Background: an optimization exercise with open tools, aiming at small area. Do not read the settings as production practice. The RTL was checked by simulation tests, not by an equivalence proof against the original design. Power and IR drop assume default switching activity.

==> flow/design.v <==
module fpu(
    input  logic [31:0] op_A_in,
    input  logic [31:0] op_B_in,
    input  logic clock100KHz,
    input  logic reset,
    output logic [31:0] data_out,
    output logic [3:0]  status_out
);
    function automatic logic [6:0] add6(input logic [5:0] a, input logic [5:0] b, input logic ci);
        logic [6:0] s;
        logic       c;
        c = ci;
        for (int n = 0; n < 6; n++) begin
            s[n] = a[n] ^ b[n] ^ c;
            c    = (a[n] & b[n]) | (c & (a[n] ^ b[n]));
        end
        s[6] = c;
        add6 = s;
    endfunction
    function automatic logic [4:0] inc26(input logic [4:0] a);
        inc26 = (a[4] & a[3] & a[0]) ? 5'd0 : a + 5'd1;
    endfunction
    logic        sA, sB;
    logic [5:0]  eA, eB;
    logic [31:0] mA, mB;
    assign sA = op_A_in[31];
    assign eA = op_A_in[30:25];
    assign mA = {6'd0, eA != 6'd0, op_A_in[24:0]};
    assign sB = op_B_in[31];
    assign eB = op_B_in[30:25];
    assign mB = {6'd0, eB != 6'd0, op_B_in[24:0]};
    logic [6:0] x;
    logic       bt, big;
    logic [5:0] y;
    assign x   = add6(eB, ~eA, 1'b0);
    assign bt  = x[6];
    assign y   = bt ? x[5:0] : ~x[5:0];
    assign big = y[5] | (y[4] & y[3] & (y[2] | y[1] | (y[0] & bt)));
    logic bl;
    always_ff @(posedge clock100KHz)
        bl <= bt;
    logic [5:0] eL;
    assign eL = bl ? eB : eA;
    logic sub;
    assign sub = sA ^ sB;
    logic [4:0] i;
    always_ff @(posedge clock100KHz or negedge reset)
        if (!reset) i <= 5'd0;
        else        i <= inc26(i);
    logic first, last;
    assign first = (i == 5'd0);
    assign last  = i[4] & i[3] & i[0];    
    logic [4:0] j;
    logic       jw, wrap;
    always_ff @(posedge clock100KHz) begin
        if ((bt && i == 5'd24) || (!bt && last)) j <= big ? 5'd0 : y[4:0];
        else                                     j <= inc26(j);
        jw <= ~last & (jw | (j[4] & j[3] & j[0]));
    end
    assign wrap = jw | big;
    logic [4:0] iA, iB;
    logic       bA, bB, lb, sb, sbit, stk;
    assign iA = bl ? j : i;
    assign iB = bl ? i : j;
    assign bA = mA[iA];
    assign bB = mB[iB];
    assign lb = bl ? bB : bA;
    assign sb = bl ? bA : bB;
    assign sbit = sb & ~wrap;
    assign stk  = sb & wrap;
    logic cy, cin, s, cyn, t26;
    assign cin = first ? 1'b0 : cy;
    assign s   = lb ^ sbit ^ cin;
    assign cyn = (cin & ((lb ^ sub) | sbit)) | ((lb ^ sub) & sbit);
    assign t26 = ~sub & cyn;
    always_ff @(posedge clock100KHz)
        cy <= cyn;
    logic seen, sn, tn;
    assign sn = first ? 1'b0 : seen;
    assign tn = s ^ sn;
    always_ff @(posedge clock100KHz)
        seen <= sn | s;
    logic [4:0] off;
    logic       nz, rs, st, ng, spc;
    assign nz = ~(off == 5'd26);
    assign rs = (off == 5'd31);
    logic t;
    assign t = ng ? tn : s;
    logic [5:0] v;
    logic [6:0] er7;
    logic       ovf, unf, kill;
    assign v    = spc ? {5'd0, off[0]} : ~{off[4] & rs, off};
    assign er7  = add6(eL, v, 1'b1);
    assign ovf  = nz & ((eL == 6'd63) | (rs & eL == 6'd62));
    assign unf  = nz & ~rs & ~spc & ~er7[6];
    assign kill = ovf | unf;
    logic [4:0] zp_acc, zp_nxt, zn_acc, zn_nxt, off_new;
    logic       st_acc, st_nxt, k0;
    assign zp_nxt  = s  ? 5'd0 : first ? 5'd1 : zp_acc + 5'd1;
    assign zn_nxt  = tn ? 5'd0 : first ? 5'd1 : zn_acc + 5'd1;
    assign off_new = t26 ? 5'd31 : (sub & cyn) ? zn_nxt : zp_nxt;
    assign st_nxt = (first ? 1'b0 : st_acc) | stk | (k0 & t);
    always_ff @(posedge clock100KHz) begin
        zp_acc <= zp_nxt;
        zn_acc <= zn_nxt;
        st_acc <= st_nxt;
    end
    always_ff @(posedge clock100KHz)
        if (last) begin
            ng <= sub & cyn;
            off <= off_new;
            st <= st_nxt;
        end
    logic [4:0] k;
    assign k0 = (k == 5'd0);
    always_ff @(posedge clock100KHz)
        if (last) k <= (off_new[4] & off_new[3] & off_new[1]) ? 5'd25 : off_new;    
        else      k <= inc26(k);
    logic rc, ceff;
    assign ceff = first ? 1'b0 : rc;
    always_ff @(posedge clock100KHz)
        rc <= k0 ? t : (ceff & t);
    logic [24:1] f;
    logic        spc_now, pend;
    assign spc_now = ceff & ~t;
    always_ff @(posedge clock100KHz) begin
        for (int n = 1; n < 23; n++)
            if (k == n) f[n] <= (t ^ ceff) & ~kill;
        pend <= t ^ ceff;
        if (k == 5'd24) begin
            f[23] <= (pend | spc_now) & ~kill;
            f[24] <= t & ~ceff & ~kill;
            spc   <= spc_now;
        end
    end
    logic sr;
    assign sr = (ng ^ bl) ? sB : sA;
    assign data_out   = {sr & ~kill, (nz & ~kill) ? er7[5:0] : 6'd0, f, 1'b0};
    assign status_out = ovf ? 4'b0100 : unf ? 4'b1000 : st ? 4'b0010 : 4'b0001;
endmodule
==> flow/config.mk <==
export PLATFORM = sky130hd
export DESIGN_NAME = fpu
export DESIGN_NICKNAME = fpu
export VERILOG_FILES = /design/flow/design.v
export SDC_FILE = /design/flow/constraint.sdc
export NUM_CORES = 4
export LEC_CHECK = 0
export ABC_AREA = 1
export CAP_MARGIN = 20
export CORE_MARGIN = 2
export CORE_UTILIZATION = 60
export SLEW_MARGIN = 20
==> flow/constraint.sdc <==
create_clock -name core_clock -period 10.0 [get_ports {clock100KHz}]
set_input_delay 2.0000 -clock core_clock [delete_from_list [all_inputs] [get_ports {clock100KHz}]]
set_output_delay 2.0000 -clock core_clock [all_outputs]
set_load 0.01 [all_outputs]
standard.sh (not shown) runs the stock make flow with config.mk's settings and CLKGATE_MAP_FILE= SYNTH_SCRIPT=/design/flow/synth_recipe.tcl, a recipe that flattens the netlist after the stock synthesis.
==> flow/flow/run.sh <==
#!/bin/bash
set -euo pipefail
rm -rf scripts
cp -r "$FLOW_HOME/scripts" scripts
cp flow/abc_area.script scripts/abc_area.script
export SCRIPTS_DIR="$PWD/scripts"
export BUFFER_PORTS_ARGS="-buffer_cell sky130_fd_sc_hd__buf_1"
export CTS_ARGS="-sink_clustering_enable -repair_clock_nets -buf_list sky130_fd_sc_hd__clkbuf_4 -root_buf sky130_fd_sc_hd__clkbuf_4 -dont_use_dummy_load"
bash standard.sh > standard.log 2>&1
==> flow/flow/abc_area.script <==
strash; dc2; dch -f; amap -m; topo
The first run ran to the end with no violations.
Edit:
--- a/flow/design.v
+++ b/flow/design.v
@@ -80,41 +80,40 @@
     assign tn = s ^ sn;
     always_ff @(posedge clock100KHz)
         seen <= sn | s;
-    logic [4:0] off;
-    logic       nz, rs, st, ng, spc;
-    assign nz = ~(off == 5'd26);
-    assign rs = (off == 5'd31);
+    logic [4:0] p;
+    logic       nz, st, ng, spc;
+    assign nz = ~(p == 5'd31);           
     logic t;
     assign t = ng ? tn : s;
-    logic [5:0] v;
+    logic [5:0] pm;
     logic [6:0] er7;
     logic       ovf, unf, kill;
-    assign v    = spc ? {5'd0, off[0]} : ~{off[4] & rs, off};
-    assign er7  = add6(eL, v, 1'b1);
-    assign ovf  = nz & ((eL == 6'd63) | (rs & eL == 6'd62));
-    assign unf  = nz & ~rs & ~spc & ~er7[6];
+    assign pm   = {1'b0, p} - 6'd25;
+    assign er7  = add6(eL, pm, spc);
+    assign ovf  = nz & ((eL == 6'd63) | (p == 5'd26 & eL == 6'd62));
+    assign unf  = nz & pm[5] & ~er7[6];
     assign kill = ovf | unf;
-    logic [4:0] zp_acc, zp_nxt, zn_acc, zn_nxt, off_new;
+    logic [4:0] pp_acc, pp_nxt, pn_acc, pn_nxt, p_new;
     logic       st_acc, st_nxt, k0;
-    assign zp_nxt  = s  ? 5'd0 : first ? 5'd1 : zp_acc + 5'd1;
-    assign zn_nxt  = tn ? 5'd0 : first ? 5'd1 : zn_acc + 5'd1;
-    assign off_new = t26 ? 5'd31 : (sub & cyn) ? zn_nxt : zp_nxt;
+    assign pp_nxt = s  ? i : first ? 5'd31 : pp_acc;
+    assign pn_nxt = tn ? i : first ? 5'd31 : pn_acc;
+    assign p_new  = t26 ? 5'd26 : (sub & cyn) ? pn_nxt : pp_nxt;
     assign st_nxt = (first ? 1'b0 : st_acc) | stk | (k0 & t);
     always_ff @(posedge clock100KHz) begin
-        zp_acc <= zp_nxt;
-        zn_acc <= zn_nxt;
+        pp_acc <= pp_nxt;
+        pn_acc <= pn_nxt;
         st_acc <= st_nxt;
     end
     always_ff @(posedge clock100KHz)
         if (last) begin
             ng <= sub & cyn;
-            off <= off_new;
+            p  <= p_new;
             st <= st_nxt;
         end
     logic [4:0] k;
     assign k0 = (k == 5'd0);
     always_ff @(posedge clock100KHz)
-        if (last) k <= (off_new[4] & off_new[3] & off_new[1]) ? 5'd25 : off_new;    
+        if (last) k <= (p_new[4] & p_new[3] & p_new[1]) ? 5'd25 : 5'd25 - p_new;    
         else      k <= inc26(k);
     logic rc, ceff;
     assign ceff = first ? 1'b0 : rc;
=>
- non-clock buffer count increases by 2
- final area increases by a few percent
- wire length goes down slightly
- worst setup slack gains 39 ps
- first-iteration DRC count fell by about a fifth
- cell count grows by a few percent
- flip-flop and latch count does not change
- power increases slightly
- count of clock-buffer cells in the layout stays the same
- register-to-register slack improves by 90 ps
- synthesized cell count goes up by a few percent
- core utilization came out higher by 1.1 points
- via count came out higher slightly
- synthesized area went up by a few percent

-- afterwards: timing with drivers on the ports --
How much do the figures lean on ideal ports? The routed layouts below were timed once more, with nothing changed but the port constraints. Step 1: set_driving_cell puts a clkbuf_16 on clock100KHz and a buf_2 on each other input, an assumption about the parent block. Step 2 times the ports against the registers' clock, not the clock port: input delays grow and output delays shrink by t, the midpoint of the rising clock arrivals with the driver on. Three values: ideal, step 1, step 2; two values: the first two.
run | t (ns) | setup slack, ns | worst data-port slew with drivers (ns)
the first run | 0.419 | 2.123 / 2.104 / 2.104 | 0.04
the second run | 0.406 | 2.162 / 2.141 / 1.901 | 0.03
After both steps every run listed still meets setup and hold. For the second run, which loses most, drivers alone change the setup slack by -0.021 ns; drivers and shift together by -0.261 ns.
